What follows belongs to an exercise in optimizing a design on an open flow for small area and a short achievable clock period; a production flow would make more cautious choices.
The RTL was checked by simulation tests, not by an equivalence proof against the original design.
Power and IR drop assume default switching activity.

`flow/standard.sh`:
```
#!/bin/bash
# synth_recipe.tcl (not shown) runs the flow's synth.tcl, then flattens the netlist and writes it again
# the make line also repeats each setting of config.mk as NAME=value (left out here)
make -C /OpenROAD-flow-scripts/flow DESIGN_CONFIG=/design/flow/config.mk WORK_HOME=/design/flow/orfs CLKGATE_MAP_FILE= SYNTH_SCRIPT=/design/flow/synth_recipe.tcl "${@:-finish}"
```
`flow/design.v`:
```
module alu(
	input	wire		en,
	input	wire[3:0]	op,
	input	wire[15:0]	A,
	input	wire[15:0]	B,
	input	wire[15:0]	p,
	input	wire[15:0]	g,
	output	wire[15:0]	res
	);
	wire	o_and = en & (op == 4'b0011);
	wire	o_or  = en & (op == 4'b0100);
	wire	o_xor = en & (op == 4'b0101);
	wire	o_not = en & (op == 4'b0110);
	wire	o_sll = en & (op == 4'b0111);
	wire	o_srl = en & (op == 4'b1000);
	wire	o_sra = en & (op == 4'b1001);
	wire	o_rol = en & (op == 4'b1010);
	wire	right = (op[3:1] == 3'b100);
	wire	sg = o_and | o_or;
	wire	sp = o_or | o_xor;
	wire[15:0]	lo = ({16{sg}} & g) | ({16{sp}} & p) | ({16{o_not}} & ~A);
	wire[3:0]	b = B[3:0];
	wire[3:0]	amt;
	assign amt[0] = b[0];
	assign amt[1] = b[1] ^ (right & b[0]);
	assign amt[2] = b[2] ^ (right & (b[0] | b[1]));
	assign amt[3] = b[3] ^ (right & (b[0] | b[1] | b[2]));
	wire[15:0]	r0 = amt[0] ? {A[14:0], A[15]} : A;
	wire[15:0]	r1 = amt[1] ? {r0[13:0], r0[15:14]} : r0;
	wire[15:0]	r2 = amt[2] ? {r1[11:0], r1[15:12]} : r1;
	wire[15:0]	r3 = amt[3] ? {r2[7:0], r2[15:8]} : r2;
	wire		big = |B[15:4];
	wire		b16 = (B == 16'd16);
	wire[15:0]	tlv = 16'hffff << b;	 
	wire		rolm = o_rol & (~big | b16);
	wire		sllm = o_sll & ~big;
	wire		srm = (o_srl | o_sra) & ~big;
	genvar k;
	generate
		for (k = 0; k < 16; k = k + 1) begin : shm
			wire tr = tlv[15-k];
			wire m = (sllm & tlv[k]) | (srm & tr) | rolm;
			assign res[k] = (r3[k] & m) | (o_sra & A[15] & ~(tr & ~big)) | lo[k];
		end
	endgenerate
endmodule
module cla16(
	input	wire[15:0]	g,
	input	wire[15:0]	p,
	input	wire		ci,
	output	wire[16:0]	c
	);
	wire[79:0]	gl;
	wire[79:0]	pl;
	assign gl[15:0] = {g[15:1], g[0] | (p[0] & ci)};
	assign pl[15:0] = p;
	genvar k, l;
	generate
		for (l = 0; l < 4; l = l + 1) begin : lvl
			for (k = 0; k < 16; k = k + 1) begin : bt
				if ((k >> l) & 1) begin : op
					localparam integer j = ((k >> l) << l) - 1;
					assign gl[16*l+16+k] = gl[16*l+k] | (pl[16*l+k] & gl[16*l+j]);
					assign pl[16*l+16+k] = pl[16*l+k] & pl[16*l+j];
				end else begin : pass
					assign gl[16*l+16+k] = gl[16*l+k];
					assign pl[16*l+16+k] = pl[16*l+k];
				end
			end
		end
	endgenerate
	assign c = {gl[79:64], ci};
endmodule
module statem(
	input	wire		clk,
	input	wire		rst,
	input	wire[15:0]	sw,
	output	wire[15:0]	Fout
	);
	reg[1:0]	i;
	reg		show;		 
	reg[15:0]	A0;
	reg[15:0]	B0;
	reg[7:0]	cr;		 
	wire	i0 = (i == 2'd0);
	wire	i1 = (i == 2'd1);
	wire	i2 = (i == 2'd2);
	wire	i3 = (i == 2'd3);
	wire	o_add = (sw[3:0] == 4'b0001);
	wire	o_sub = (sw[3:0] == 4'b0010);
	wire[15:0]	bn = ({16{i1}} & sw) | ({16{i2 & o_add}} & B0) | ({16{i2 & o_sub}} & ~B0);
	wire[15:0]	y = i1 ? sw : ~B0;
	wire[16:0]	cy;
	cla16 nc(.g(A0 & y), .p(A0 ^ y), .ci(~i1), .c(cy));
	wire[7:0]	cyv = {cy[14], cy[12], cy[10], cy[8], cy[6], cy[4], cy[2], cy[0]};
	wire[7:0]	crn = ({8{i1 | (i2 & o_sub)}} & cyv) | ({8{i2 & o_add}} & cr);
	wire[15:0]	p = A0 ^ B0;
	wire[15:0]	g = A0 & B0;
	wire[16:0]	c;
	genvar k;
	generate
		for (k = 0; k < 8; k = k + 1) begin : fc
			assign c[2*k] = cr[k];
			assign c[2*k+1] = g[2*k] | (p[2*k] & cr[k]);
		end
	endgenerate
	assign c[16] = g[15] | (p[15] & c[15]);
	wire[15:0]	s = p ^ c[15:0];
	assign Fout = {16{show}} & s;
	wire	SF = s[15];
	wire	ZF = ~(|s);
	wire	CF = c[16] ^ cr[0];
	wire	OF = (c[15] ^ c[16]) & ~(cr[0] & ~(|A0));
	wire[15:0]	res;
	alu a(.en(i2), .op(sw[3:0]), .A(A0), .B(B0), .p(p), .g(g), .res(res));
	always @(posedge clk or negedge rst) begin
		if (rst == 0) begin
			i <= 2'd0;
			show <= 1'b0;
		end else begin
			i <= i + 2'd1;
			if (i2)
				show <= 1'b1;
		end
	end
	always @(posedge clk) begin
		B0 <= bn;
		cr <= crn;
		if (i0 | i3 | (i2 & ~o_add & ~o_sub))
			A0 <= ({16{i0}} & sw) | res | {12'b0, {4{i3}} & {SF, OF, ZF, CF}};
	end
endmodule
```
`flow/flow/abc.script`:
```
strash
&get -n
&st
&dch -f
&nf -a
&put
topo
```
`flow/config.mk`:
```
export PLATFORM = sky130hd
export DESIGN_NAME = statem
export DESIGN_NICKNAME = statem
export VERILOG_FILES = /design/flow/design.v
export SDC_FILE = /design/flow/constraint.sdc
export NUM_CORES = 4
export LEC_CHECK = 0
export CAP_MARGIN = 20
export CORE_MARGIN = 2
export CORE_UTILIZATION = 40
export SETUP_SLACK_MARGIN = 3.1
export SLEW_MARGIN = 20
```
`flow/flow/run.sh`:
```
#!/bin/bash
# Own flow: the standard layout, except that synthesis leaves adders to ABC
# (no full/half-adder cells) and maps with the ABC script in flow/abc.script.
set -euo pipefail
W=$(pwd)
# scripts folder = ORFS's scripts, with abc_area.script replaced by ours
mkdir -p "$W/scripts_own"
for f in "$FLOW_HOME"/scripts/*; do ln -sf "$f" "$W/scripts_own/"; done
rm -f "$W/scripts_own/abc_area.script"
cp "$W/flow/abc.script" "$W/scripts_own/abc_area.script"
make -C "$FLOW_HOME" DESIGN_CONFIG="$W/config.mk" WORK_HOME="$W/orfs" CLKGATE_MAP_FILE= \
	SYNTH_SCRIPT="$W/synth_recipe.tcl" SCRIPTS_DIR="$W/scripts_own" \
	ADDER_MAP_FILE= ABC_AREA=1 synth > "$W/synth.log" 2>&1
# the rest of the standard flow (synthesis is up to date, so make skips it)
bash "$W/standard.sh" > "$W/layout.log" 2>&1
```
`flow/constraint.sdc`:
```
create_clock -name core_clock -period 6.0 [get_ports {clk}]
set_input_delay 1.2000 -clock core_clock [delete_from_list [all_inputs] [get_ports {clk}]]
set_output_delay 1.2000 -clock core_clock [all_outputs]
set_load 0.01 [all_outputs]
```
==> impl_metrics.yaml, run 1 <==
clock_tree:
  clk_pin_slew_worst_paths_ns: 0.10
  holdBufCountCts: 0
  cts_max_level: 2
  cts_buffers: 5
  cts_tree: "built"
  clkSinkCount: 43
  clockBufferDepth: 2
  worstSkewPairLatency_ns: 0.32
  cts-root-buf: "clkbuf_8"
worst_setup_path:
  worst_ep_required_time_ns: 4.80
  cp_common_cell: "buf_6"
  arrival_ns: 1.80
  slowest_delay_ns: 0.44
  cpMaxStageDelayCell: "edfxtp_1"
  cp-end-kind: "primary output"
  cp_max_fo: 2
  start_kind: "register"
  reg2reg_depth: 9
  path_class: "register to primary output"
  worstPathCellList: "buf_6 -> buf_6 -> maj3_2 -> xnor2_2 -> and2_0 -> buf_2"
global_routing:
  grt_pass1_vias: 4899
  grt_max_degree: 26
  overflow: 0
  grt_util_all_layers_pct: 32.7
  antenna_found_initial: 0
  grt_pass1_wl_mm: 28.1
floorplanning:
  dieWidth_um: 106
  start_util_pct: 40.7
  die_h_um: 106
  io_pins: 34
  row_count: 37
  core_area_um2: 10200
  die_area_um2: 11200
timing:
  max_freq_ghz: 0.333
  hold_violations: 0
  finalSetupTns_ns: 0
  maxSlewViolCount: 0
  fin_crit_ns: 3.00
  setup_violations: 0
  rsz0062_at_grt: "yes"
  worst_slew_pin_slew_ns: 1.11
  finalWorstSetupSlack_ns: 3.00
  finClkSkew_ns: 0.00808
  max_slew_margin_pct: 25.4
  finalCritPeriodShare_pct: 50.1
logic_synthesis:
  synth_commonest_cells: "nand2_1, nor2_1, o21ai_0, a21oi_1, mux2i_1"
  syn_inst: 541
  synth_flop_cell: "dfxtp_1"
  avgSynthCellArea_um2: 7.66
  netlist_area_um2: 4150
  yosysUniqueCellTypes: 56
  seq_area_frac_synth_pct: 25.0
  synth_area_leaders: "dfxtp_1, edfxtp_1, mux2i_1"
  yosys.area.top_type: "dfxtp_1"
  yosysWarnings: 1
  synth_top_area_share_pct: 11.6
  synth_edf_count: 16
  synth.most_common_cell: "nand2_1"
  synth.net_count: 559
  ys_ff_latch: 43
  async_flop_share_pct: 6.98
final_layout:
  final_cells: 816
  syn_to_final_growth_pct: 49.9
  final_net_count: 697
  n_fill_cell: 895
  post-route-util_pct: 61.0
  stdcell_area_um2: 6210
  n_antenna_cell: 0
  drive_above_1_share_pct: 33.2
drt:
  vias_per_cell: 6.50
  wire_per_inst_um: 22.8
  drtIter0Drc: 742
  ant_nets: 0
  first_pass_iters: 6
  drc_errors: 0
  dr_total_vias: 5304
  wl_mm: 18.6
placed_design:
  pre_cts_ws_ns: 1.86
  numPlacedInstances: 714
  dp_hpwl_mm: 11.5
  gp_congestion: 0.941
  io_buffer_count: 33
  dpl_cell_area_um2: 4760
flow_run:
  drv_cap: 0
pwr:
  p_leak_uw: 0.00225
  p_per_area_nw_per_um2: 113
  irDropWorstVdd_v: 0.0000798
min_path:
  min_path_cells: 2
  min_path_type: "register to register"
status:
  status: "finished clean"
==> area by class of cell <==
| cell class | instances | area, um2 | share of cell area, % |
|---|---|---|---|
| multi-input cells | 492 | 3800 | 61.1 |
| clock inverters | 2 | 12.5 | 0.201 |
| flip-flops and latches | 43 | 1060 | 17.0 |
| repair buffers | 127 | 1070 | 17.2 |
| clock buffers | 6 | 72.6 | 1.17 |
| inverters | 10 | 37.5 | 0.604 |
| well taps | 136 | 170 | 2.74 |
==> path summary, 6_finish.rpt <==
check,end,slack [ns],startpoint
max,Fout[13],3.00,A0[12]
min in group asynchronous,i[0],1.05,rst
max reg2reg,A0[2],3.19,A0[12]
min,cr[4],0.52,cr[4]
min reg2reg,cr[4],0.52,cr[4]
max in group asynchronous,i[1],4.80,rst
==> through the flow <==
step	total power (uW)	hold WS, ns
after floorplan	390	0.452
after global placement	439	0.481
after detailed placement	442	0.485
after CTS	676	0.500
after global routing	726	0.543
final	705	0.521
==> cells in the final DEF, fill, tap and decap left out, types with 8 or more instances in the layout <==
cell type | netlist | final
a211oi_1 | 13 | 8
a21oi_1 | 36 | 30
a22oi_1 | 10 | 10
and2_0 | 21 | 17
buf_4 | 0 | 80
buf_6 | 0 | 10
clkbuf_2 | 0 | 9
clkdlybuf4s50_1 | 0 | 12
clkinv_1 | 10 | 10
dfxtp_1 | 24 | 17
edfxtp_1 | 16 | 16
mux2i_1 | 35 | 24
mux2i_2 | 0 | 10
nand2_1 | 62 | 58
nand3_1 | 11 | 10
nand3b_1 | 8 | 8
nor2_1 | 59 | 55
nor3_1 | 20 | 15
o211ai_1 | 10 | 10
o21ai_0 | 57 | 42
o21ai_1 | 0 | 8
o221ai_1 | 9 | 9
xnor2_2 | 0 | 13
xor2_1 | 18 | 8
==> flip-flops by register name, summed over array words and instances, names as in the netlist <==
name,cells
cr,8
B0,16
show,1
A0,16
i,2
==> power breakdown <==
| part | internal (uW) | total [uW] | switching (uW) |
|---|---|---|---|
| clock network | 81.8 | 204 | 122 |
| logic | 92.5 | 187 | 94.7 |
| registers | 306 | 314 | 8.21 |
==> worst max-delay path, delay by kind of cell (launching register included) <==
kind,cells,cell delay (ns)
and+or+nand+nor,1,0.16
adders and majority gates,1,0.33
DFF,1,0.44
xor gates and xnor gates,1,0.15
buffers and inverters,3,0.40
==> routing by layer <==
metal	vias to the layer above	GRT usage (%)	part of all wire [%]
met3	92	7.61	11
met1	2483	43.7	40
li1	2335	-	-
met5	-	0	0
met2	394	51.3	44
met4	0	12.2	5.0
==> cell families after synthesis <==
kind of cell | synth area share (%)
compound gates | 27.0
xor+xnor | 8.66
fa+ha+maj | 2.41
buf+inv | 0.906
flops | 25.0
mux | 9.54
simple gates | 26.5
==> repair_timing <==
action / in CTS / in global routing
cloned: 4 / 0
endpoints found under the setup margin: 71 / 34
pin swaps: 29 / 28
gates resized for setup: 147 / 72
buffers inserted: 72 / 18
==> inputs of run 2 (changes only) <==
--- a/flow/config.mk
+++ b/flow/config.mk
@@ -8,5 +8,5 @@
 export CAP_MARGIN = 20
 export CORE_MARGIN = 2
 export CORE_UTILIZATION = 40
-export SETUP_SLACK_MARGIN = 3.1
+export SETUP_SLACK_MARGIN = 2.5
 export SLEW_MARGIN = 20
==> impl_metrics.yaml, run 2 <==
worst_setup_path:
  cp_max_fo: 16
  worstPathCellList: "clkdlybuf4s50_1 -> nand2_1 -> nor3_1 -> o21ai_1 -> buf_4 -> o221ai_1 -> a2111oi_0 -> o21ai_0"
  cpMaxStageDelayCell: "clkdlybuf4s50_1"
  slowest_delay_ns: 0.63
  cp_num_buf_inv: 2
  start_kind: "input port"
  critPathTopFamily: "compound AO/OA/AOI/OAI gates"
  arrival_ns: 3.50
  path_class: "input port to register"
  cp-end-kind: "register"
  worst_ep_required_time_ns: 6.02
global_routing:
  grt_max_degree: 26
  grt_util_all_layers_pct: 27.9
  grt_pass1_wl_mm: 24.2
  grt_pass1_vias: 4247
  antenna_found_initial: 0
  overflow: 0
logic_synthesis:
  synth.net_count: 559
  ys_ff_latch: 43
  syn_inst: 541
  yosys.area.top_type: "dfxtp_1"
  yosysUniqueCellTypes: 56
  async_flop_share_pct: 6.98
  synth_area_leaders: "dfxtp_1, edfxtp_1, mux2i_1"
  netlist_area_um2: 4150
  synth_flop_cell: "dfxtp_1"
  yosysWarnings: 1
  synth_edf_count: 16
  avgSynthCellArea_um2: 7.66
  synth_top_area_share_pct: 11.6
  seq_area_frac_synth_pct: 25.0
  synth_commonest_cells: "nand2_1, nor2_1, o21ai_0, a21oi_1, mux2i_1"
  synth.most_common_cell: "nand2_1"
timing:
  holdWs_ns: 0.499
  worst_slew_pin_slew_ns: 1.08
  finalSetupTns_ns: 0
  setup_violations: 0
  fin_crit_ns: 3.48
  max_slew_margin_pct: 27.1
  maxSlewViolCount: 0
  hold_violations: 0
  finalCritPeriodShare_pct: 57.9
  max_freq_ghz: 0.288
  rsz0062_at_grt: "yes"
  finClkSkew_ns: 0.00337
drt:
  drc_errors: 0
  wire_per_inst_um: 21.5
  first_pass_iters: 5
  vias_per_cell: 6.40
  wl_mm: 15.9
  drtIter0Drc: 535
  ant_nets: 0
  dr_total_vias: 4739
min_path:
  min_path_type: "register to register"
status:
  status: "finished clean"
floorplanning:
  start_util_pct: 40.7
  dieWidth_um: 106
  io_pins: 34
  core_area_um2: 10200
  die_area_um2: 11200
  die_h_um: 106
  row_count: 37
clock_tree:
  cts_tree: "built"
  cts_max_level: 2
  clockBufferDepth: 2
  clk_pin_slew_worst_paths_ns: 0.09
  cts-root-buf: "clkbuf_8"
  clkSinkCount: 43
  worstSkewPairLatency_ns: 0.31
  holdBufCountCts: 0
  cts_buffers: 5
pwr:
  p_per_area_nw_per_um2: 126
  power.total_uw: 643
  p_leak_uw: 0.00175
  irDropWorstVdd_v: 0.0000683
placed_design:
  dp_hpwl_mm: 11.5
  io_buffer_count: 33
  gp_congestion: 0.993
final_layout:
  n_antenna_cell: 0
  syn_to_final_growth_pct: 22.9
  mostFrequentLayoutCells: "nand2_1, nor2_1, o21ai_0, a21oi_1, mux2i_1"
  top_regs: "A0 (16), B0 (16), cr (8)"
  drive_above_1_share_pct: 8.60
  final_net_count: 622
  final_common_cell: "nand2_1"
flow_run:
  drv_cap: 0
## run 2: cell counts after synthesis
Identical to the previous run, type by type.
## run 2: per-stage QoR
| stage | utilization (%) | cells | worst slack, ns | instance area [um2] |
|---|---|---|---|---|
| 2_1_floorplan | - | 541 | 2.63 | 4160 |
| 3_5_place_dp | 46.4 | 717 | 1.49 | 4730 |
| 6_report | 50.0 | 741 | 2.52 | 5090 |
| 5_1_grt | 50.0 | 741 | 2.48 | 5090 |
| 3_3_place_gp | 46.3 | 716 | 1.57 | 4720 |
| 4_1_cts | 48.3 | 729 | 2.45 | 4910 |
## run 2: logic make-up (layout without fill, tap and decap cells)
| group | Yosys count | in the layout | share of synthesized area [%] |
|---|---|---|---|
| fa+ha+maj | 10 | 10 | 2.41 |
| simple gates | 224 | 224 | 26.5 |
| buf+inv | 10 | 73 | 0.906 |
| xor+xnor | 41 | 42 | 8.66 |
| mux | 39 | 39 | 9.54 |
| compound gates | 174 | 174 | 27.0 |
| flops | 43 | 43 | 25.0 |
## run 2: cell type report
class / count / area [um2]
fillers: 996 / 5090
multi-input cells: 489 / 3220
clock buffers: 6 / 72.6
well taps: 136 / 170
flip-flops and latches: 43 / 1050
inverters: 10 / 37.5
clock inverters: 2 / 12.5
repair buffers: 55 / 529
## run 2: layer usage
metal	global-route usage, %	share of wire, %	vias to the layer above
met5	0	0	-
met2	43.7	44	288
met3	4.14	9.1	55
met4	12.4	5.0	0
li1	-	-	2185
met1	38.1	42	2211
## run 2: report_power, final
part / total, uW / leakage (uW) / internal [uW] / switching (uW)
logic: 122 / 0.00132 / 58.7 / 63.1
registers: 321 / 0.000389 / 306 / 14.3
clock network: 201 / 0.0000412 / 81.8 / 119
## run 2: path summary, 6_finish.rpt
check / from / to / slack, ns / cells past startpoint
setup reg to reg: i[1] / cr[5] / 2.86 / 6
max in group asynchronous: rst / i[1] / 4.81 / 1
hold reg to reg: cr[4] / cr[4] / 0.50 / 2
hold / removal: cr[4] / cr[4] / 0.50 / 2
setup / recovery: sw[0] / A0[14] / 2.52 / 8
min in group asynchronous: rst / i[0] / 1.05 / 1
## run 2: tightest hold or removal path, stage by stage (launching register included)
cell and delay, ns:
dfxtp_1 0.35, nand2_1 0.07, nand2_1 0.04
## run 2: timing repair
item                       CTS  global route
setup endpoints to repair   22            23
pin swaps                    1             4
buffers inserted             4            11
gates cloned                 0             1
resized for setup           14            18
==> inputs of run 3 (changes only) <==
--- a/flow/config.mk
+++ b/flow/config.mk
@@ -8,5 +8,5 @@
 export CAP_MARGIN = 20
 export CORE_MARGIN = 2
 export CORE_UTILIZATION = 40
-export SETUP_SLACK_MARGIN = 2.5
+export SETUP_SLACK_MARGIN = 2.8
 export SLEW_MARGIN = 20
==> impl_metrics.yaml, run 3 <==
status:
  status: "finished clean"
global_routing:
  overflow: 0
  antenna_found_initial: 0
  grt_max_degree: 26
  grt_pass1_wl_mm: 26.0
  grt_pass1_vias: 4430
  grt_util_all_layers_pct: 30.7
placed_design:
  dpl_cell_area_um2: 4760
  dp_hpwl_mm: 11.3
  pre_cts_ws_ns: 1.72
  io_buffer_count: 33
  gp_congestion: 0.928
  numPlacedInstances: 719
pwr:
  power_frac_seq_pct: 47.8
  intPower_uw: 457
  power.switching_uw: 208
  p_leak_uw: 0.00198
  p_per_area_nw_per_um2: 122
  power.clock.fraction_pct: 30.4
  switching_share_pct: 31.3
  irDropWorstVdd_v: 0.000105
  power_frac_comb_pct: 21.8
clock_tree:
  worstSkewPairLatency_ns: 0.33
  clkSinkCount: 43
  cts_buffers: 5
  cts-root-buf: "clkbuf_8"
  cts_max_level: 2
  clk_pin_slew_worst_paths_ns: 0.09
  clockBufferDepth: 2
  cts_tree: "built"
logic_synthesis:
  yosys.area.top_type: "dfxtp_1"
  synth_top_area_share_pct: 11.6
  async_flop_share_pct: 6.98
  synth_area_leaders: "dfxtp_1, edfxtp_1, mux2i_1"
  ys_ff_latch: 43
  netlist_area_um2: 4150
  yosysUniqueCellTypes: 56
  synth.most_common_cell: "nand2_1"
  avgSynthCellArea_um2: 7.66
  synth_edf_count: 16
  yosysWarnings: 1
  synth.net_count: 559
  syn_inst: 541
  seq_area_frac_synth_pct: 25.0
  synth_commonest_cells: "nand2_1, nor2_1, o21ai_0, a21oi_1, mux2i_1"
  synth_flop_cell: "dfxtp_1"
drt:
  wl_mm: 17.2
  drc_errors: 0
  vias_per_cell: 6.31
  ant_nets: 0
  dr_total_vias: 4855
  first_pass_iters: 6
  wire_per_inst_um: 22.4
  drtIter0Drc: 570
timing:
  finalSetupTns_ns: 0
  max_freq_ghz: 0.313
  hold_violations: 0
  finalCritPeriodShare_pct: 53.3
  worst_slew_pin_slew_ns: 1.08
  setup_violations: 0
  finalWorstSetupSlack_ns: 2.80
  maxSlewViolCount: 0
  max_slew_margin_pct: 27.9
  fin_crit_ns: 3.20
  rsz0062_at_grt: "yes"
  finClkSkew_ns: 0.00478
worst_setup_path:
  cpMaxStageDelayCell: "clkdlybuf4s50_1"
  reg2reg_depth: 6
  worstPathCellList: "maj3_2 -> xor2_2 -> and2_0 -> clkdlybuf4s50_1"
  rr_startpoint: "i[1]"
  worst_ep_required_time_ns: 4.80
  crit_start: "A0[8]"
  cp-end-kind: "primary output"
  slowest_delay_ns: 0.54
  r2r-end: "A0[13]"
  path_class: "register to primary output"
  r2r_slack_ns: 2.97
  start_kind: "register"
  cp_num_buf_inv: 1
  arrival_ns: 2.00
  cp_max_fo: 3
  critPathTopFamily: "buffers and inverters"
floorplanning:
  start_util_pct: 40.7
  die_h_um: 106
  core_area_um2: 10200
  die_area_um2: 11200
  dieWidth_um: 106
  io_pins: 34
  row_count: 37
final_layout:
  n_antenna_cell: 0
  final_cells: 769
  mostFrequentLayoutCells: "nand2_1, nor2_1, o21ai_0, buf_4, a21oi_1"
  top_regs: "A0 (16), B0 (16), cr (8)"
  n_fill_cell: 978
  final_net_count: 650
  syn_to_final_growth_pct: 31.9
  drive_above_1_share_pct: 17.1
  stdcell_area_um2: 5470
  final_common_cell: "nand2_1"
min_path:
  hold_end: "cr[4]"
  min_path_type: "register to register"
  min-delay-start: "cr[4]"
  min_path_cells: 2
flow_run:
  drv_cap: 0
run 3: layer usage:
metal / wire length [um] / vias up / GRT usage [%]
li1: - / 2255 / -
met1: 7130 / 2262 / 42.4
met2: 7830 / 304 / 48.3
met3: 1870 / 34 / 5.57
met4: 389 / 0 / 10.6
met5: 0 / - / 0
run 3: area by class of cell:
class | count | area [um2] | share of cell area [%]
Clock buffer | 6 | 72.6 | 1.33
Clock inverter | 2 | 12.5 | 0.229
Inverter | 10 | 37.5 | 0.686
Multi-Input combinational cell | 489 | 3390 | 62.0
Sequential cell | 43 | 1050 | 19.2
Tap cell | 136 | 170 | 3.11
Timing Repair Buffer | 83 | 739 | 13.5
run 3: how the worst max path moves through the flow:
stage | end | slack [ns] | cells after the start
6_report | Fout[9] | 2.80 | 4
5_1_grt | Fout[9] | 2.75 | 4
4_1_cts | Fout[9] | 2.73 | 4
3_5_place_dp | A0[9] | 1.72 | 7
3_3_place_gp | A0[9] | 1.70 | 7
2_1_floorplan | A0[9] | 2.82 | 6
run 3: stage by stage:
| stage | hold slack [ns] | total power (uW) | utilization, % |
|---|---|---|---|
| final | 0.523 | 665 | 53.7 |
| after CTS | 0.517 | 654 | 52.6 |
| after floorplan | 0.452 | 389 | - |
| after global placement | 0.477 | 438 | 46.7 |
| after global routing | 0.542 | 687 | 53.7 |
| after detailed placement | 0.478 | 439 | 46.7 |
run 3: cell families after synthesis:
group | Yosys count | synth area share [%]
muxes | 39 | 9.54
AOI/OAI and AO/OA | 174 | 27.0
and+or+nand+nor | 224 | 26.5
buffers and inverters | 10 | 0.906
adders and majority gates | 10 | 2.41
xor gates and xnor gates | 41 | 8.66
DFF | 43 | 25.0
run 3: power by group through the flow:
stage                     logic (uW)  registers [uW]  clock network (uW)
after floorplan                 65.2             324                   0
after global routing             156             318                 213
final                            145             318                 202
after global placement           107             331                   0
after detailed placement         108             331                   0
after CTS                        135             317                 202
run 3: timing repair:
action,CTS,global route
cloned,2,0
hold buffers,0,0
endpoints found under the setup margin,34,25
setup buffers,33,7
pin swaps,12,7
gates resized for setup,63,22
run 3: worst reg2reg max path: cells and delay by family, from the launching register on:
| kind | cells | cell delay [ns] |
|---|---|---|
| and+or+nand+nor | 2 | 1.01 |
| AOI/OAI and AO/OA | 4 | 1.00 |
| DFF | 1 | 0.87 |
==> inputs of run 4 (changes only) <==
--- a/flow/flow/run.sh
+++ b/flow/flow/run.sh
@@ -11,5 +11,7 @@
 make -C "$FLOW_HOME" DESIGN_CONFIG="$W/config.mk" WORK_HOME="$W/orfs" CLKGATE_MAP_FILE= \
 	SYNTH_SCRIPT="$W/synth_recipe.tcl" SCRIPTS_DIR="$W/scripts_own" \
 	ADDER_MAP_FILE= ABC_AREA=1 synth > "$W/synth.log" 2>&1
-# the rest of the standard flow (synthesis is up to date, so make skips it)
+# the rest of the standard flow (synthesis is up to date, so make skips it),
+# with plain buffers on the ports
+export BUFFER_PORTS_ARGS="-buffer_cell sky130_fd_sc_hd__buf_2"
 bash "$W/standard.sh" > "$W/layout.log" 2>&1
--- a/flow/config.mk
+++ b/flow/config.mk
@@ -8,5 +8,5 @@
 export CAP_MARGIN = 20
 export CORE_MARGIN = 2
 export CORE_UTILIZATION = 40
-export SETUP_SLACK_MARGIN = 2.8
+export SETUP_SLACK_MARGIN = 2.5
 export SLEW_MARGIN = 20
==> impl_metrics.yaml, run 4 <==
status:
  status: "finished clean"
logic_synthesis:
  synth_edf_count: 16
  synth_area_leaders: "dfxtp_1, edfxtp_1, mux2i_1"
  yosysUniqueCellTypes: 56
  avgSynthCellArea_um2: 7.66
  netlist_area_um2: 4150
  syn_inst: 541
  async_flop_share_pct: 6.98
  synth.most_common_cell: "nand2_1"
  synth_top_area_share_pct: 11.6
  ys_ff_latch: 43
  yosys.area.top_type: "dfxtp_1"
  yosysWarnings: 1
  synth_flop_cell: "dfxtp_1"
  synth.net_count: 559
  seq_area_frac_synth_pct: 25.0
  synth_commonest_cells: "nand2_1, nor2_1, o21ai_0, a21oi_1, mux2i_1"
timing:
  setup_violations: 0
  fin_crit_ns: 3.37
  max_freq_ghz: 0.297
  maxSlewViolCount: 0
  finalCritPeriodShare_pct: 56.1
  finalSetupTns_ns: 0
  hold_violations: 0
  max_slew_margin_pct: 25.5
  finClkSkew_ns: 0.0138
  worst_slew_pin_slew_ns: 1.11
  rsz0062_at_grt: "no"
global_routing:
  grt_util_all_layers_pct: 28.0
  grt_max_degree: 32
  grt_pass1_wl_mm: 24.0
  antenna_found_initial: 0
  overflow: 0
  grt_pass1_vias: 4288
pwr:
  power.total_uw: 630
  irDropWorstVdd_v: 0.0000812
  p_per_area_nw_per_um2: 135
  p_leak_uw: 0.00160
drt:
  drc_errors: 0
  drtIter0Drc: 448
  ant_nets: 0
  vias_per_cell: 6.39
  wire_per_inst_um: 21.6
  dr_total_vias: 4628
  first_pass_iters: 5
  wl_mm: 15.6
worst_setup_path:
  cp-end-kind: "register"
  path_class: "input port to register"
  reg2reg_depth: 6
  start_kind: "input port"
  crit_start: "sw[3]"
  worst_ep_required_time_ns: 6.05
  rr_startpoint: "i[1]"
  arrival_ns: 3.42
  r2r_slack_ns: 2.65
  critPathTopFamily: "compound AO/OA/AOI/OAI gates"
  slowest_delay_ns: 0.72
  r2r-end: "A0[14]"
  cp_max_fo: 16
  cp_common_cell: "nand2b_1"
  cp_num_buf_inv: 1
  cpMaxStageDelayCell: "a2111oi_0"
  worstPathCellList: "buf_2 -> nand2b_1 -> nand2b_1 -> o221ai_1 -> a2111oi_0 -> o21ai_0"
  crit_cells: 6
  crit_end: "A0[14]"
placed_design:
  gp_congestion: 0.926
  io_buffer_count: 33
  dp_hpwl_mm: 11.4
final_layout:
  n_antenna_cell: 0
  final_common_cell: "nand2_1"
  final_net_count: 605
  drive_above_1_share_pct: 9.01
  syn_to_final_growth_pct: 12.9
  top_regs: "A0 (16), B0 (16), cr (8)"
  mostFrequentLayoutCells: "nand2_1, nor2_1, o21ai_0, a21oi_1, mux2i_1"
  n_fill_cell: 1049
flow_run:
  drv_cap: 0
clock_tree:
  clockBufferDepth: 2
  cts_buffers: 5
  clk_pin_slew_worst_paths_ns: 0.10
  clkSinkCount: 43
  worstSkewPairLatency_ns: 0.34
  cts_max_level: 2
  cts-root-buf: "clkbuf_8"
  postCtsSetupRepairBufs: 0
  cts_tree: "built"
  holdBufCountCts: 0
floorplanning:
  dieWidth_um: 106
  row_count: 37
  die_area_um2: 11200
  die_h_um: 106
  start_util_pct: 40.7
  io_pins: 34
  core_area_um2: 10200
min_path:
  min_path_type: "register to register"
-- run 4: cell counts after synthesis --
Identical to the previous run, type by type.
-- run 4: how the worst min path moves through the flow --
stage           from  endpoint  slack, ns  cells after the start
3_5_place_dp   cr[4]     cr[4]       0.48                      2
6_report       cr[4]     cr[4]       0.50                      2
3_3_place_gp   cr[4]     cr[4]       0.49                      2
5_1_grt        cr[4]     cr[4]       0.52                      2
2_1_floorplan  cr[4]     cr[4]       0.45                      2
4_1_cts        cr[4]     cr[4]       0.50                      2
-- run 4: worst min-delay path: stages (launching register included) --
cell	delay (ns)
dfxtp_1	0.35
nand2_1	0.06
nand2_1	0.04
-- run 4: through the flow --
| stage | util [%] | hold WS, ns | instances | setup slack, ns | area [um2] |
|---|---|---|---|---|---|
| after floorplan | - | 0.452 | 541 | 2.63 | 4160 |
| after global placement | 44.7 | 0.485 | 716 | 2.08 | 4550 |
| after detailed placement | 44.7 | 0.479 | 716 | 2.04 | 4550 |
| after CTS | 45.7 | 0.495 | 724 | 2.51 | 4650 |
| after global routing | 45.9 | 0.517 | 724 | 2.51 | 4680 |
| final | 45.9 | 0.496 | 724 | 2.63 | 4680 |
-- run 4: logic make-up (layout without fill, tap and decap cells) --
group           after synthesis  in the layout  share of synthesized area, %
compound gates              174            174                          27.0
xor+xnor                     41             41                          8.66
fa+ha+maj                    10             10                          2.41
buf+inv                      10             57                         0.906
flops                        43             43                          25.0
mux                          39             39                          9.54
simple gates                224            224                          26.5
-- run 4: per-layer routing --
layer	vias up	track usage (%)	share of wire (%)	wire, um
li1	2159	-	-	-
met1	2231	36.1	42	6620
met3	27	6.62	8.8	1370
met4	0	8.83	2.3	361
met5	-	0	0	0
met2	211	46.1	46	7260
-- run 4: power breakdown --
part | switching (uW) | internal (uW) | leakage [uW]
Combinational | 57.2 | 41.9 | 0.00118
Sequential | 17.2 | 308 | 0.000387
Clock | 127 | 79.5 | 0.0000392
-- run 4: what timing repair did --
item                                    4_1_cts  5_1_grt
pin swaps                                     0        0
hold endpoints to repair                      0        0
endpoints found under the setup margin        5       13
gates resized for setup                       1        3
-- run 4: final cells by class --
type	instances	area [um2]	share of cell area (%)
Inverter	10	37.5	0.802
Clock inverter	3	15.0	0.321
Multi-Input combinational cell	488	3140	67.1
Clock buffer	5	68.8	1.47
Timing Repair Buffer	39	210	4.49
Tap cell	136	170	3.64
Sequential cell	43	1040	22.2
==> inputs of run 5 (changes only) <==
--- a/flow/config.mk
+++ b/flow/config.mk
@@ -8,5 +8,5 @@
 export CAP_MARGIN = 20
 export CORE_MARGIN = 2
 export CORE_UTILIZATION = 40
-export SETUP_SLACK_MARGIN = 2.5
+export SETUP_SLACK_MARGIN = 3.0
 export SLEW_MARGIN = 20
==> impl_metrics.yaml, run 5 <==
global_routing:
  grt_util_all_layers_pct: 28.7
  grt_pass1_vias: 4453
  overflow: 0
  antenna_found_initial: 0
  grt_max_degree: 32
  grt_pass1_wl_mm: 24.8
clock_tree:
  worstSkewPairLatency_ns: 0.32
  cts_tree: "built"
  clkSinkCount: 43
  cts-root-buf: "clkbuf_8"
  cts_max_level: 2
  clockBufferDepth: 2
  clk_pin_slew_worst_paths_ns: 0.10
  holdBufCountCts: 0
  cts_buffers: 5
final_layout:
  post-route-util_pct: 50.9
  n_antenna_cell: 0
  top_regs: "A0 (16), B0 (16), cr (8)"
  drive_above_1_share_pct: 18.6
  mostFrequentLayoutCells: "nand2_1, nor2_1, o21ai_0, a21oi_1, buf_2"
  final_cells: 753
  final_net_count: 634
  final_common_cell: "nand2_1"
  syn_to_final_growth_pct: 25.1
drt:
  vias_per_cell: 6.30
  dr_total_vias: 4743
  first_pass_iters: 5
  wl_mm: 16.1
  wire_per_inst_um: 21.4
  drc_errors: 0
  drtIter0Drc: 571
  ant_nets: 0
pwr:
  power_frac_seq_pct: 47.9
  power.switching_uw: 197
  p_per_area_nw_per_um2: 128
  switching_share_pct: 29.5
  power.clock.fraction_pct: 33.8
  irDropWorstVdd_v: 0.0000836
  p_leak_uw: 0.00181
  power_frac_comb_pct: 18.3
  power.total_uw: 666
  intPower_uw: 469
placed_design:
  gp_congestion: 0.970
  pre_cts_ws_ns: 2.39
  io_buffer_count: 33
  numPlacedInstances: 716
  dp_hpwl_mm: 11.2
worst_setup_path:
  path_class: "register to primary output"
  worstPathCellList: "xnor2_2 -> o21ai_0 -> xnor2_1 -> and2_0 -> buf_2"
  slowest_delay_ns: 0.60
  cpMaxStageDelayCell: "dfxtp_4"
  start_kind: "register"
  cp_max_fo: 23
  cp-end-kind: "primary output"
  worst_ep_required_time_ns: 4.80
  critPathTopFamily: "flip-flops"
  r2r_slack_ns: 3.11
  cp_num_buf_inv: 1
  arrival_ns: 1.76
logic_synthesis:
  yosysUniqueCellTypes: 56
  netlist_area_um2: 4150
  synth.most_common_cell: "nand2_1"
  synth.net_count: 559
  syn_inst: 541
  seq_area_frac_synth_pct: 25.0
  synth_area_leaders: "dfxtp_1, edfxtp_1, mux2i_1"
  synth_top_area_share_pct: 11.6
  yosysWarnings: 1
  synth_edf_count: 16
  ys_ff_latch: 43
  synth_flop_cell: "dfxtp_1"
  avgSynthCellArea_um2: 7.66
  yosys.area.top_type: "dfxtp_1"
  async_flop_share_pct: 6.98
  synth_commonest_cells: "nand2_1, nor2_1, o21ai_0, a21oi_1, mux2i_1"
floorplanning:
  dieWidth_um: 106
  core_area_um2: 10200
  start_util_pct: 40.7
  die_area_um2: 11200
  die_h_um: 106
  row_count: 37
  io_pins: 34
timing:
  setup_violations: 0
  max_freq_ghz: 0.338
  maxSlewViolCount: 0
  finalWorstSetupSlack_ns: 3.04
  max_slew_margin_pct: 47.1
  finClkSkew_ns: 0.0137
  rsz0062_at_grt: "yes"
  fin_crit_ns: 2.96
  hold_violations: 0
  worst_slew_pin_slew_ns: 0.793
  finalSetupTns_ns: 0
  finalCritPeriodShare_pct: 49.4
flow_run:
  drv_cap: 0
status:
  status: "finished clean"
min_path:
  min_path_type: "register to register"
## run 5: cell types whose count changed in the layout (fill, tap and decap cells not counted), sizes merged
cell      delta
clkinv       -2
clkinvlp     -1
clkbuf       +3
buf         +27
xnor2        +2
## run 5: power groups by stage
stage	Combinational, uW	Sequential (uW)	Clock [uW]
2_1_floorplan	66.2	324	0
3_3_place_gp	96.1	330	0
3_5_place_dp	98.4	330	0
4_1_cts	107	321	225
5_1_grt	133	320	236
6_report	122	319	225
## run 5: layout make-up
class,count,area (um2)
Clock buffer,8,101
Fill cell,988,5000
Inverter,10,37.5
Multi-Input combinational cell,490,3370
Sequential cell,43,1050
Tap cell,136,170
Timing Repair Buffer,66,463
## run 5: final timing paths
check,startpoint,endpoint,cells past startpoint
worst max-delay path,B0[2],Fout[3],5
worst min-delay path,cr[4],cr[4],2
worst max register to register,i[1],A0[13],6
worst min register to register,cr[4],cr[4],2
max in group asynchronous,rst,i[1],1
min in group asynchronous,rst,i[0],1
## run 5: kinds of logic after synthesis
| logic type | after synthesis | synth area share [%] |
|---|---|---|
| simple gates | 224 | 26.5 |
| compound gates | 174 | 27.0 |
| flops | 43 | 25.0 |
| xor+xnor | 41 | 8.66 |
| mux | 39 | 9.54 |
| buf+inv | 10 | 0.906 |
| fa+ha+maj | 10 | 2.41 |
## run 5: worst register-to-register path: stages, from the launching register on
cell and delay [ns]:
dfrtp_2 0.66, nand2b_1 0.39, nor3b_1 0.59, nand2b_2 0.42, o221ai_1 0.45, nor3_1 0.15, o21ai_0 0.10
## run 5: stage by stage
stage | hold slack [ns] | instance area, um2
floorplan | 0.452 | 4210
global placement | 0.483 | 4600
detailed placement | 0.488 | 4600
CTS | 0.504 | 4900
global route | 0.529 | 5190
finish | 0.509 | 5190
## run 5: layer usage
metal  GRT usage (%)  up-vias  wire (um)
li1                -     2220          -
met3            6.00       47       1640
met4            10.7        0        612
met5               0        -          0
met2            45.6      257       7260
met1            38.2     2219       6620
## run 5: timing repair
item,in CTS,in global routing
setup endpoints to repair,24,23
pin swaps,2,8
gates cloned,1,1
gates resized for setup,16,31
buffers inserted,13,14
==> inputs of run 6 (changes only) <==
==> flow/flow/abc.script (replaced) <==
strash
&get -n
&st
&dch -f
&nf -R 75
&put
topo
--- a/flow/config.mk
+++ b/flow/config.mk
@@ -8,5 +8,5 @@
 export CAP_MARGIN = 20
 export CORE_MARGIN = 2
 export CORE_UTILIZATION = 40
-export SETUP_SLACK_MARGIN = 3.0
+export SETUP_SLACK_MARGIN = 2.8
 export SLEW_MARGIN = 20
==> impl_metrics.yaml, run 6 <==
min_path:
  min_path_type: "register to register"
  min_path_cells: 2
  min-delay-start: "cr[4]"
clock_tree:
  cts_max_level: 2
  cts-root-buf: "clkbuf_8"
  worstSkewPairLatency_ns: 0.31
  cts_tree: "built"
  holdBufCountCts: 0
  clkSinkCount: 43
  clk_pin_slew_worst_paths_ns: 0.09
  cts_buffers: 5
  clockBufferDepth: 2
floorplanning:
  core_area_um2: 9680
  die_area_um2: 10700
  row_count: 36
  dieWidth_um: 103
  start_util_pct: 40.8
  io_pins: 34
  die_h_um: 103
pwr:
  irDropWorstVdd_v: 0.0000688
  p_leak_uw: 0.00172
  switching_share_pct: 30.3
  power.total_uw: 614
  p_per_area_nw_per_um2: 133
  power.switching_uw: 186
  power_frac_seq_pct: 52.8
  power.clock.fraction_pct: 31.1
  power_frac_comb_pct: 16.1
  intPower_uw: 428
timing:
  maxSlewViolCount: 0
  rsz0062_at_grt: "yes"
  fin_crit_ns: 3.19
  finalWorstSetupSlack_ns: 2.81
  finClkSkew_ns: 0.00423
  hold_violations: 0
  setup_violations: 0
  max_freq_ghz: 0.313
  holdWs_ns: 0.489
  worst_slew_pin_slew_ns: 0.964
  finalCritPeriodShare_pct: 53.2
  max_slew_margin_pct: 35.4
  finalSetupTns_ns: 0
drt:
  wire_per_inst_um: 21.3
  drc_errors: 0
  wl_mm: 15.2
  drtIter0Drc: 640
  first_pass_iters: 6
  vias_per_cell: 6.45
  ant_nets: 0
  dr_total_vias: 4613
placed_design:
  pre_cts_ws_ns: 2.24
  dp_hpwl_mm: 10.9
  gp_congestion: 0.987
  io_buffer_count: 33
final_layout:
  drive_above_1_share_pct: 12.0
  syn_to_final_growth_pct: 16.6
  top_regs: "A0 (16), B0 (16), cr (8)"
  mostFrequentLayoutCells: "nand2_1, o21ai_0, nor2_1, a21oi_1, buf_2"
  post-route-util_pct: 47.6
  final_common_cell: "nand2_1"
  final_net_count: 599
  n_antenna_cell: 0
worst_setup_path:
  arrival_ns: 3.23
  start_kind: "input port"
  reg2reg_depth: 7
  rr_startpoint: "B0[12]"
  crit_start: "sw[1]"
  worst_ep_required_time_ns: 6.04
  path_class: "input port to register"
  cp-end-kind: "register"
  cp_max_fo: 10
logic_synthesis:
  synth_area_leaders: "dfxtp_1, edfxtp_1, o21ai_0"
  synth_flop_cell: "dfxtp_1"
  yosysUniqueCellTypes: 49
  yosysWarnings: 1
  async_flop_share_pct: 6.98
  netlist_area_um2: 3950
  synth_top_area_share_pct: 12.2
  avgSynthCellArea_um2: 7.46
  synth.most_common_cell: "nand2_1"
  synth_edf_count: 16
  yosys.area.top_type: "dfxtp_1"
  ys_ff_latch: 43
  syn_inst: 529
  synth_commonest_cells: "nand2_1, o21ai_0, nor2_1, a21oi_1"
  synth.net_count: 547
  seq_area_frac_synth_pct: 26.2
global_routing:
  grt_pass1_wl_mm: 22.8
  grt_util_all_layers_pct: 28.4
  grt_max_degree: 32
  antenna_found_initial: 0
  grt_pass1_vias: 4004
  overflow: 0
flow_run:
  drv_cap: 0
status:
  status: "finished clean"
-- run 6: cell count changes after synthesis, moves of 5 or more --
cell	change
nand2_1	+20
mux2i_1	-15
a31oi_1	+12
a211oi_1	-9
nand3b_1	-8
o21ai_0	+7
xor2_1	+6
clkinv_1	-5
mux2_1	+5
xnor2_1	-5
-- run 6: logic make-up (layout without fill, tap and decap cells) --
| logic type | after synthesis | in the layout | share of synthesized area [%] |
|---|---|---|---|
| and+or+nand+nor | 222 | 223 | 25.8 |
| AOI/OAI and AO/OA | 180 | 182 | 28.5 |
| DFF | 43 | 43 | 26.2 |
| xor gates and xnor gates | 42 | 43 | 9.32 |
| muxes | 29 | 29 | 7.64 |
| adders and majority gates | 8 | 8 | 2.03 |
| buffers and inverters | 5 | 54 | 0.475 |
-- run 6: path summary, 6_finish.rpt --
check                      endpoint  slack, ns
min in group asynchronous      i[1]       0.67
setup reg to reg              A0[5]       2.92
max in group asynchronous      show       5.23
setup / recovery             A0[12]       2.81
hold reg to reg               cr[4]       0.49
hold / removal                cr[4]       0.49
-- run 6: power groups by stage --
stage	Sequential, uW	Combinational, uW	Clock (uW)
after floorplan	324	63.4	0
after global placement	330	92.6	0
after detailed placement	330	94.5	0
after CTS	324	95.1	196
after global routing	325	109	209
final	324	98.9	191
-- run 6: area by class of cell --
cell class              count  area (um2)
well taps                 133         166
multi-input cells         485        3070
flip-flops and latches     43        1040
repair buffers             41         229
clock buffers               5        68.8
clock inverters             3        15.0
fillers                  1000        5080
inverters                   5        18.8
-- run 6: worst max-delay path: stages --
cell     delay [ns]
buf_2          0.17
nor2_4         0.12
nand2_2        0.14
a21oi_1        0.28
xor2_1         0.76
mux2i_1        0.25
o31ai_1        0.18
nand3_1        0.12
-- run 6: per-stage QoR --
stage / area, um2 / std cells
finish: 4610 / 715
global placement: 4390 / 702
global route: 4610 / 715
CTS: 4500 / 711
floorplan: 3980 / 529
detailed placement: 4390 / 702
-- run 6: metal layers --
| metal | routed length (um) | vias to the layer above | share of wire (%) | GRT usage [%] |
|---|---|---|---|---|
| li1 | - | 2121 | - | - |
| met1 | 6310 | 2137 | 41 | 39.5 |
| met2 | 6680 | 298 | 44 | 43.0 |
| met3 | 1550 | 57 | 10 | 5.38 |
| met4 | 686 | 0 | 4.5 | 12.2 |
| met5 | 0 | - | 0 | 0 |
-- run 6: timing repair --
item,CTS,global route
pin swaps,1,3
cloned,1,3
endpoints found under the setup margin,16,21
resized for setup,3,12
buffers inserted,0,1
==> inputs of run 7 (changes only) <==
==> flow/flow/abc.script (replaced) <==
strash
&get -n
&st
&dch -f
&nf -a
&put
topo
==> impl_metrics.yaml, run 7 <==
drt:
  ant_nets: 0
  wl_mm: 15.8
  drtIter0Drc: 412
  vias_per_cell: 6.42
  dr_total_vias: 4683
  wire_per_inst_um: 21.6
  first_pass_iters: 6
  drc_errors: 0
final_layout:
  syn_to_final_growth_pct: 15.3
  n_fill_cell: 1074
  n_antenna_cell: 0
  final_common_cell: "nand2_1"
  multi_input_area_um2: 3150
  mostFrequentLayoutCells: "nand2_1, nor2_1, o21ai_0, mux2i_1, a21oi_1"
  final_cells: 729
  drive_above_1_share_pct: 11.1
  final_net_count: 610
  stdcell_area_um2: 4780
  post-route-util_pct: 46.9
  top_regs: "A0 (16), B0 (16), cr (8)"
  regArea_um2: 1040
pwr:
  irDropWorstVdd_v: 0.0000838
  p_per_area_nw_per_um2: 136
  power.total_uw: 648
  p_leak_uw: 0.00166
floorplanning:
  io_pins: 34
  core_area_um2: 10200
  row_count: 37
  start_util_pct: 40.7
  die_h_um: 106
  dieWidth_um: 106
  die_area_um2: 11200
placed_design:
  dpl_cell_area_um2: 4600
  io_buffer_count: 33
  numPlacedInstances: 718
  gp_congestion: 0.932
  dp_hpwl_mm: 11.5
min_path:
  hold_end: "cr[4]"
  min_path_cells: 2
  min-delay-start: "cr[4]"
  min_path_type: "register to register"
timing:
  finalSetupTns_ns: 0
  max_freq_ghz: 0.318
  finalCritPeriodShare_pct: 52.4
  setup_violations: 0
  max_slew_margin_pct: 25.6
  finClkSkew_ns: 0.00941
  hold_violations: 0
  worst_slew_pin_slew_ns: 1.11
  maxSlewViolCount: 0
  rsz0062_at_grt: "yes"
  fin_crit_ns: 3.14
worst_setup_path:
  worstPathCellList: "buf_2 -> or3b_1 -> nor2_1 -> nand3_1 -> nor2_1 -> a2111oi_1 -> o21ai_0"
  crit_start: "sw[1]"
  r2r_slack_ns: 2.96
  arrival_ns: 3.30
  cp_num_buf_inv: 1
  cp-end-kind: "register"
  critPathTopFamily: "simple AND/OR/NAND/NOR gates"
  rr_startpoint: "B0[8]"
  worst_ep_required_time_ns: 6.16
  slowest_delay_ns: 0.48
  cpMaxStageDelayCell: "nand3_1"
  cp_max_fo: 12
  path_class: "input port to register"
  r2r-end: "A0[10]"
  start_kind: "input port"
  reg2reg_depth: 6
  cp_common_cell: "nor2_1"
logic_synthesis:
  synth.most_common_cell: "nand2_1"
  yosysWarnings: 1
  netlist_area_um2: 4150
  async_flop_share_pct: 6.98
  synth_top_area_share_pct: 11.6
  synth_flop_cell: "dfxtp_1"
  synth.net_count: 559
  seq_area_frac_synth_pct: 25.0
  syn_inst: 541
  yosysUniqueCellTypes: 56
  synth_edf_count: 16
  synth_commonest_cells: "nand2_1, nor2_1, o21ai_0, a21oi_1, mux2i_1"
  avgSynthCellArea_um2: 7.66
  yosys.area.top_type: "dfxtp_1"
  synth_area_leaders: "dfxtp_1, edfxtp_1, mux2i_1"
  ys_ff_latch: 43
global_routing:
  grt_pass1_vias: 4324
  grt_util_all_layers_pct: 28.5
  grt_pass1_wl_mm: 24.5
  grt_max_degree: 32
  antenna_found_initial: 0
  overflow: 0
flow_run:
  drv_cap: 0
clock_tree:
  worstSkewPairLatency_ns: 0.32
  holdBufCountCts: 0
  cts-root-buf: "clkbuf_8"
  clkSinkCount: 43
  clockBufferDepth: 2
  cts_tree: "built"
  cts_buffers: 5
  cts_max_level: 2
  clk_pin_slew_worst_paths_ns: 0.10
status:
  status: "finished clean"
==> run 7: cell count changes in the layout (fill, tap and decap cells not counted), moves of 5 or more <==
cell	previous run	this run
a31oi_1	13	1
xor2_1	23	17
a211oi_1	3	13
o21ai_0	64	56
mux2_1	9	4
nand3b_1	0	8
mux2i_1	20	35
nor2_1	52	58
nand2_1	81	62
==> run 7: repair_timing <==
item	CTS	global route
gates cloned	0	0
hold endpoints to repair	0	0
buffers inserted	3	0
setup endpoints to repair	10	14
gates resized for setup	4	7
==> run 7: worst max-delay path by stage <==
stage	endpoint	slack (ns)	depth (start not counted)
after floorplan	A0[9]	2.82	6
after global placement	A0[10]	2.30	7
after detailed placement	A0[10]	2.31	8
after CTS	A0[14]	2.78	6
after global routing	A0[14]	2.77	7
final	A0[14]	2.86	7
==> run 7: final cells by class <==
type                    count  area share [%]
well taps                 136            3.56
flip-flops and latches     43            21.8
clock inverters             1           0.131
multi-input cells         488            65.9
inverters                  10           0.785
clock buffers               7            2.02
repair buffers             44            5.86
==> run 7: cells by family (layout without fill, tap and decap cells) <==
kind of cell,count (synthesis),count (layout),synth area share (%)
compound gates,174,174,27.0
xor+xnor,41,41,8.66
fa+ha+maj,10,10,2.41
buf+inv,10,62,0.906
flops,43,43,25.0
mux,39,39,9.54
simple gates,224,224,26.5
==> run 7: worst reg2reg max path, stage by stage, from the launching register on <==
cell and delay, ns:
dfxtp_1 0.40, nor4_1 0.74, nand3_1 0.42, or4_1 0.65
a21oi_1 0.25, a221oi_1 0.14, o21ai_0 0.27
==> run 7: power breakdown <==
group          internal [uW]  total [uW]  switching, uW  leakage [uW]
Combinational           42.5        98.7           56.2       0.00122
Clock                    105         224            118     0.0000548
Sequential               308         326           18.1      0.000385
Total                    456         648            193       0.00166
==> run 7: through the flow <==
| step | worst slack, ns | hold slack [ns] |
|---|---|---|
| global placement | 2.30 | 0.465 |
| floorplan | 2.82 | 0.452 |
| CTS | 2.78 | 0.493 |
| finish | 2.86 | 0.494 |
| global route | 2.77 | 0.539 |
| detailed placement | 2.31 | 0.477 |
==> run 7: metal layers <==
| metal | GRT usage, % | up-vias | share of wire [%] |
|---|---|---|---|
| met5 | 0 | - | 0 |
| met4 | 11.7 | 0 | 3.3 |
| met3 | 4.95 | 39 | 8.1 |
| met2 | 45.9 | 252 | 45 |
| met1 | 37.6 | 2230 | 44 |
| li1 | - | 2162 | - |
==> inputs of run 8 (changes only) <==
--- a/flow/design.v
+++ b/flow/design.v
@@ -89,11 +89,10 @@
 	wire	o_add = (sw[3:0] == 4'b0001);
 	wire	o_sub = (sw[3:0] == 4'b0010);
 	wire[15:0]	bn = ({16{i1}} & sw) | ({16{i2 & o_add}} & B0) | ({16{i2 & o_sub}} & ~B0);
-	wire[15:0]	y = i1 ? sw : ~B0;
+	wire		cn = i2 & o_sub;
 	wire[16:0]	cy;
-	cla16 nc(.g(A0 & y), .p(A0 ^ y), .ci(~i1), .c(cy));
-	wire[7:0]	cyv = {cy[14], cy[12], cy[10], cy[8], cy[6], cy[4], cy[2], cy[0]};
-	wire[7:0]	crn = ({8{i1 | (i2 & o_sub)}} & cyv) | ({8{i2 & o_add}} & cr);
+	cla16 nc(.g(A0 & bn), .p(A0 ^ bn), .ci(cn), .c(cy));
+	wire[7:0]	crn = {cy[14], cy[12], cy[10], cy[8], cy[6], cy[4], cy[2], cy[0]};
 	wire[15:0]	p = A0 ^ B0;
 	wire[15:0]	g = A0 & B0;
 	wire[16:0]	c;
==> impl_metrics.yaml, run 8 <==
timing:
  hold_violations: 0
  maxSlewViolCount: 0
  finalSetupTns_ns: 0
  worst_slew_pin_slew_ns: 0.779
  finClkSkew_ns: 0.0129
  setup_violations: 0
  max_slew_margin_pct: 47.6
  finalCritPeriodShare_pct: 53.5
  rsz0062_at_grt: "yes"
  max_freq_ghz: 0.312
  fin_crit_ns: 3.21
worst_setup_path:
  critPathTopFamily: "compound AO/OA/AOI/OAI gates"
  cp-end-kind: "register"
  slowest_delay_ns: 0.63
  worstPathCellList: "buf_2 -> nand2b_1 -> or3_1 -> o221ai_1 -> a2111oi_0 -> o21ai_0"
  cp_max_fo: 16
  worst_ep_required_time_ns: 6.02
  path_class: "input port to register"
  arrival_ns: 3.23
  cp_num_buf_inv: 1
  start_kind: "input port"
  cpMaxStageDelayCell: "a2111oi_0"
pwr:
  p_leak_uw: 0.00170
  power.total_uw: 621
  intPower_uw: 435
  power.clock.fraction_pct: 31.1
  irDropWorstVdd_v: 0.0000981
  power_frac_seq_pct: 52.7
  switching_share_pct: 29.9
  power.switching_uw: 186
  power_frac_comb_pct: 16.2
  p_per_area_nw_per_um2: 133
final_layout:
  n_antenna_cell: 0
  syn_to_final_growth_pct: 17.8
  final_common_cell: "nor2_1"
  regArea_um2: 1040
  n_fill_cell: 964
  top_regs: "A0 (16), B0 (16), cr (8)"
  multi_input_area_um2: 3030
  final_net_count: 558
  drive_above_1_share_pct: 14.2
  mostFrequentLayoutCells: "nor2_1, nand2_1, mux2i_1, xnor2_1, buf_2"
clock_tree:
  clockBufferDepth: 2
  cts-root-buf: "clkbuf_8"
  holdBufCountCts: 0
  clkSinkCount: 43
  cts_tree: "built"
  clk_pin_slew_worst_paths_ns: 0.09
  cts_max_level: 2
  worstSkewPairLatency_ns: 0.31
  cts_buffers: 5
drt:
  drtIter0Drc: 381
  ant_nets: 0
  vias_per_cell: 6.36
  dr_total_vias: 4288
  wire_per_inst_um: 21.3
  drc_errors: 0
  first_pass_iters: 5
  wl_mm: 14.4
global_routing:
  overflow: 0
  grt_pass1_vias: 3909
  grt_max_degree: 31
  grt_pass1_wl_mm: 21.8
  grt_util_all_layers_pct: 27.2
  antenna_found_initial: 0
status:
  status: "finished clean"
floorplanning:
  die_area_um2: 10700
  dieWidth_um: 103
  io_pins: 34
  core_area_um2: 9680
  start_util_pct: 40.8
  row_count: 36
  die_h_um: 103
min_path:
  min_path_type: "register to register"
logic_synthesis:
  avgSynthCellArea_um2: 8.20
  synth.net_count: 500
  seq_area_frac_synth_pct: 26.2
  yosysUniqueCellTypes: 54
  synth_commonest_cells: "nor2_1, nand2_1, mux2i_1, xnor2_1, o21ai_0"
  async_flop_share_pct: 6.98
  synth_top_area_share_pct: 12.2
  yosys.area.top_type: "dfxtp_1"
  yosysWarnings: 1
  syn_inst: 482
  netlist_area_um2: 3950
  synth_edf_count: 16
  synth.most_common_cell: "nor2_1"
  ys_ff_latch: 43
  synth_flop_cell: "dfxtp_1"
  synth_area_leaders: "dfxtp_1, edfxtp_1, mux2i_1"
placed_design:
  io_buffer_count: 33
  gp_congestion: 0.987
  dp_hpwl_mm: 10.5
flow_run:
  drv_cap: 0
[run 8: kinds of logic after synthesis]
group | share of synthesized area [%]
buffers and inverters | 0.570
XOR/XNOR | 9.53
flip-flops | 26.2
AND/OR/NAND/NOR | 24.8
adder cells (fa/ha/maj) | 3.80
multiplexers | 11.4
AO/OA/AOI/OAI | 23.7
[run 8: power groups by stage]
| stage | sequential, uW | combinational, uW | clock [uW] |
|---|---|---|---|
| 6_report | 327 | 101 | 193 |
| 5_1_grt | 328 | 111 | 209 |
| 4_1_cts | 327 | 96.6 | 199 |
| 3_5_place_dp | 334 | 94.1 | 0 |
| 3_3_place_gp | 333 | 92.4 | 0 |
| 2_1_floorplan | 324 | 64.6 | 0 |
[run 8: cell type report]
cell class / count / area share (%)
Clock inverter: 2 / 0.269
Inverter: 6 / 0.484
Multi-Input combinational cell: 434 / 65.0
Sequential cell: 43 / 22.2
Clock buffer: 6 / 1.56
Tap cell: 133 / 3.57
Timing Repair Buffer: 50 / 6.88
[run 8: final timing paths]
path | start | cells past startpoint | slack (ns) | end
worst max-delay path | sw[3] | 6 | 2.79 | A0[3]
worst min-delay path | i[0] | 1 | 0.52 | i[0]
worst max register to register | i[0] | 5 | 2.97 | A0[3]
worst min register to register | i[0] | 1 | 0.52 | i[0]
max in group asynchronous | rst | 1 | 5.23 | i[1]
min in group asynchronous | rst | 1 | 0.67 | show
[run 8: stage by stage]
stage | std cells | setup slack (ns) | hold WS (ns) | instance area (um2) | util (%)
floorplan | 482 | 2.81 | 0.474 | 4000 | -
global placement | 657 | 2.26 | 0.490 | 4410 | 45.5
detailed placement | 657 | 2.11 | 0.497 | 4410 | 45.5
CTS | 669 | 2.79 | 0.519 | 4580 | 47.3
global route | 674 | 2.74 | 0.537 | 4660 | 48.1
finish | 674 | 2.79 | 0.517 | 4660 | 48.1
[run 8: per-layer routing]
layer  up-vias  wire, um  track usage [%]  share of wire, %
li1       1991         -                -                 -
met1      2035      6240             38.2                43
met3        34      1190             3.56               8.3
met4         0       456             10.6               3.2
met2       228      6490             42.1                45
met5         -         0                0                 0
[run 8: repair_timing]
action	CTS	global route
buffers inserted	4	4
pin swaps	3	3
gates cloned	0	1
gates resized for setup	8	9
endpoints found under the setup margin	19	11
==> inputs of run 9 (changes only) <==
==> flow/flow/abc.script (replaced) <==
strash
&get -n
&st
&dch -f
&nf -R 20
&put
topo
==> impl_metrics.yaml, run 9 <==
timing:
  setup_violations: 0
  max_freq_ghz: 0.306
  finClkSkew_ns: 0.00767
  maxSlewViolCount: 0
  max_slew_margin_pct: 45.7
  rsz0062_at_grt: "yes"
  finalCritPeriodShare_pct: 54.5
  finalSetupTns_ns: 0
  worst_slew_pin_slew_ns: 0.808
  fin_crit_ns: 3.27
  hold_violations: 0
worst_setup_path:
  rr_startpoint: "B0[13]"
  arrival_ns: 3.47
  crit_start: "sw[0]"
  cp_common_cell: "a31o_1"
  r2r_slack_ns: 2.91
  critPathTopFamily: "compound AO/OA/AOI/OAI gates"
  worstPathCellList: "buf_12 -> or4b_4 -> or2_4 -> o21ai_4 -> xor2_1 -> a31o_1 -> a31o_1 -> a31oi_4 -> clkinv_2 -> a211o_1"
  worst_ep_required_time_ns: 6.20
  cp_max_fo: 10
  cp-end-kind: "register"
  start_kind: "input port"
  cp_num_buf_inv: 2
  cpMaxStageDelayCell: "or4b_4"
  path_class: "input port to register"
  slowest_delay_ns: 0.57
logic_synthesis:
  synth.net_count: 498
  synthSimpleGateAreaFrac_pct: 25.0
  yosys.area.top_type: "dfxtp_1"
  synth.most_common_cell: "nor2_1"
  synthXorXnorAreaFrac_pct: 9.83
  synth_top_family_by_area: "simple AND/OR/NAND/NOR gates"
  synth_top_area_share_pct: 12.3
  synth_area_leaders: "dfxtp_1, edfxtp_1, xnor2_1"
  ys_ff_latch: 43
  avgSynthCellArea_um2: 8.17
  synth_fa_ha_area_share_pct: 3.06
  seq_area_frac_synth_pct: 26.4
  async_flop_share_pct: 6.98
  synth_flop_cell: "dfxtp_1"
  yosysWarnings: 1
  syn_inst: 480
  netlist_area_um2: 3920
  synthMuxAreaShare_pct: 11.8
  synth_edf_count: 16
  synth_compound_area_share_pct: 23.5
  yosysUniqueCellTypes: 53
  synth_commonest_cells: "nor2_1, nand2_1, o21ai_0, xnor2_1, mux2i_1"
drt:
  vias_per_cell: 6.33
  first_pass_iters: 5
  ant_nets: 0
  wl_mm: 14.5
  wire_per_inst_um: 21.5
  drtIter0Drc: 319
  dr_total_vias: 4281
  drc_errors: 0
global_routing:
  grt-busiest-layer: "met2"
  grt_pass1_wl_mm: 22.1
  antenna_found_initial: 0
  overflow: 0
  grt_util_all_layers_pct: 27.6
  met1_usage_pct: 37.4
  grt_max_degree: 31
  grt_pass1_vias: 3942
  use_met3_pct: 4.14
  met2_usage_pct: 44.4
clock_tree:
  holdBufCountCts: 0
  worstSkewPairLatency_ns: 0.31
  cts_buffers: 5
  clk_pin_slew_worst_paths_ns: 0.10
  clkSinkCount: 43
  cts_max_level: 2
  clockBufferDepth: 2
  cts-root-buf: "clkbuf_8"
  cts_tree: "built"
placed_design:
  numPlacedInstances: 653
  dp_hpwl_mm: 10.4
  io_buffer_count: 33
  gp_congestion: 0.904
final_layout:
  final_cells: 676
  mostFrequentLayoutCells: "nor2_1, nand2_1, o21ai_0, buf_2, xnor2_1"
  regArea_um2: 1040
  drive_above_1_share_pct: 16.9
  final_common_cell: "nor2_1"
  final_net_count: 560
  multi_input_area_um2: 3060
  top_regs: "A0 (16), B0 (16), cr (8)"
  n_antenna_cell: 0
  n_fill_cell: 950
  syn_to_final_growth_pct: 21.8
floorplanning:
  dieWidth_um: 103
  start_util_pct: 40.7
  die_area_um2: 10600
  row_count: 36
  core_area_um2: 9640
  io_pins: 34
  die_h_um: 103
min_path:
  min-delay-start: "i[0]"
  min_path_type: "register to register"
pwr:
  p_per_area_nw_per_um2: 142
  irDropWorstVdd_v: 0.0000842
  power.total_uw: 677
  p_leak_uw: 0.00187
flow_run:
  drv_cap: 0
status:
  status: "finished clean"
[run 9: cell count changes after synthesis, moves of 5 or more]
cell | before | now
mux2_1 | 7 | 19
mux2i_1 | 37 | 25
nand2_1 | 41 | 51
o21ai_0 | 32 | 40
xor2_1 | 7 | 13
xnor2_1 | 36 | 31
[run 9: routing by layer]
layer	wire length (um)	share of wire, %
met1	6300	43
met2	6680	46
met3	1010	7.0
met4	506	3.5
met5	0	0
[run 9: power breakdown]
part	internal, uW	switching (uW)
Sequential	308	16.3
Clock	133	116
Combinational	48.2	55.9
[run 9: stage by stage]
step	hold slack (ns)	setup WS, ns	util (%)	instance area, um2
after CTS	0.553	2.73	48.6	4690
final	0.561	2.73	49.5	4770
after global placement	0.529	2.21	45.2	4360
after detailed placement	0.536	2.11	45.3	4370
after floorplan	0.498	2.66	-	3970
after global routing	0.593	2.69	49.5	4770
[run 9: kinds of logic after synthesis]
logic type | Yosys count
simple gates | 199
buf+inv | 4
fa+ha+maj | 12
xor+xnor | 44
mux | 44
compound gates | 134
flops | 43
[run 9: layout make-up]
type / count / area share [%]
flip-flops and latches: 43 / 21.8
well taps: 133 / 3.49
multi-input cells: 434 / 64.0
repair buffers: 54 / 7.81
clock buffers: 8 / 2.57
inverters: 4 / 0.341
[run 9: what timing repair did]
item	CTS	global route
pin swaps	6	1
hold endpoints to repair	0	0
gates cloned	1	0
buffers inserted	10	4
endpoints found under the setup margin	20	19
gates resized for setup	25	22
[run 9: path summary, 6_finish.rpt]
path	end	cells past startpoint
min in group asynchronous	i[0]	1
max in group asynchronous	i[1]	1
min reg2reg	i[0]	1
max	cr[7]	10
max reg2reg	A0[13]	8
min	i[0]	1

-- port drivers added, routing unchanged --
No port has a modelled driver above. Below, the same layouts with a new extraction and two added sets of constraints. Step 1 (the two cells are an assumption about what drives the block):
set clk [get_ports {clk}]
set_driving_cell -lib_cell sky130_fd_sc_hd__clkbuf_16 $clk
set_driving_cell -lib_cell sky130_fd_sc_hd__buf_2 [delete_from_list [all_inputs] $clk]
Step 2 adds t to the input delays and takes it off the output delays; t is the mean of the earliest and latest rising clock arrival at the registers after step 1. Input paths then give back, and output paths get back, about the clock's delay inside the block. a / b / c = ideal / step 1 / step 2; a / b = the first two.
| run | t (ns) | setup WS [ns] | worst hold slack (ns) | clock arrival spread, ns |
|---|---|---|---|---|
| run 1 | 0.353 | 2.996 / 2.961 / 2.762 | 0.521 / 0.521 / 0.521 | 0.008 / 0.008 |
| run 2 | 0.344 | 2.523 / 2.513 / 2.190 | 0.499 / 0.499 / 0.499 | 0.004 / 0.004 |
| run 3 | 0.365 | 2.805 / 2.770 / 2.560 | 0.523 / 0.523 / 0.523 | 0.005 / 0.005 |
| run 4 | 0.366 | 2.635 / 2.647 / 2.282 | 0.496 / 0.496 / 0.496 | 0.014 / 0.013 |
| run 5 | 0.351 | 3.039 / 3.003 / 2.720 | 0.509 / 0.509 / 0.509 | 0.014 / 0.014 |
| run 6 | 0.340 | 2.809 / 2.825 / 2.485 | 0.489 / 0.489 / 0.489 | 0.006 / 0.006 |
| run 7 | 0.347 | 2.857 / 2.834 / 2.527 | 0.494 / 0.494 / 0.494 | 0.011 / 0.011 |
| run 8 | 0.334 | 2.791 / 2.804 / 2.470 | 0.517 / 0.517 / 0.517 | 0.013 / 0.013 |
| run 9 | 0.340 | 2.731 / 2.721 / 2.381 | 0.561 / 0.561 / 0.561 | 0.008 / 0.009 |
After both steps every run listed still meets setup and hold. The setup slack of run 4, which loses most, moves by +0.012 ns with the drivers and by -0.353 ns with both steps.
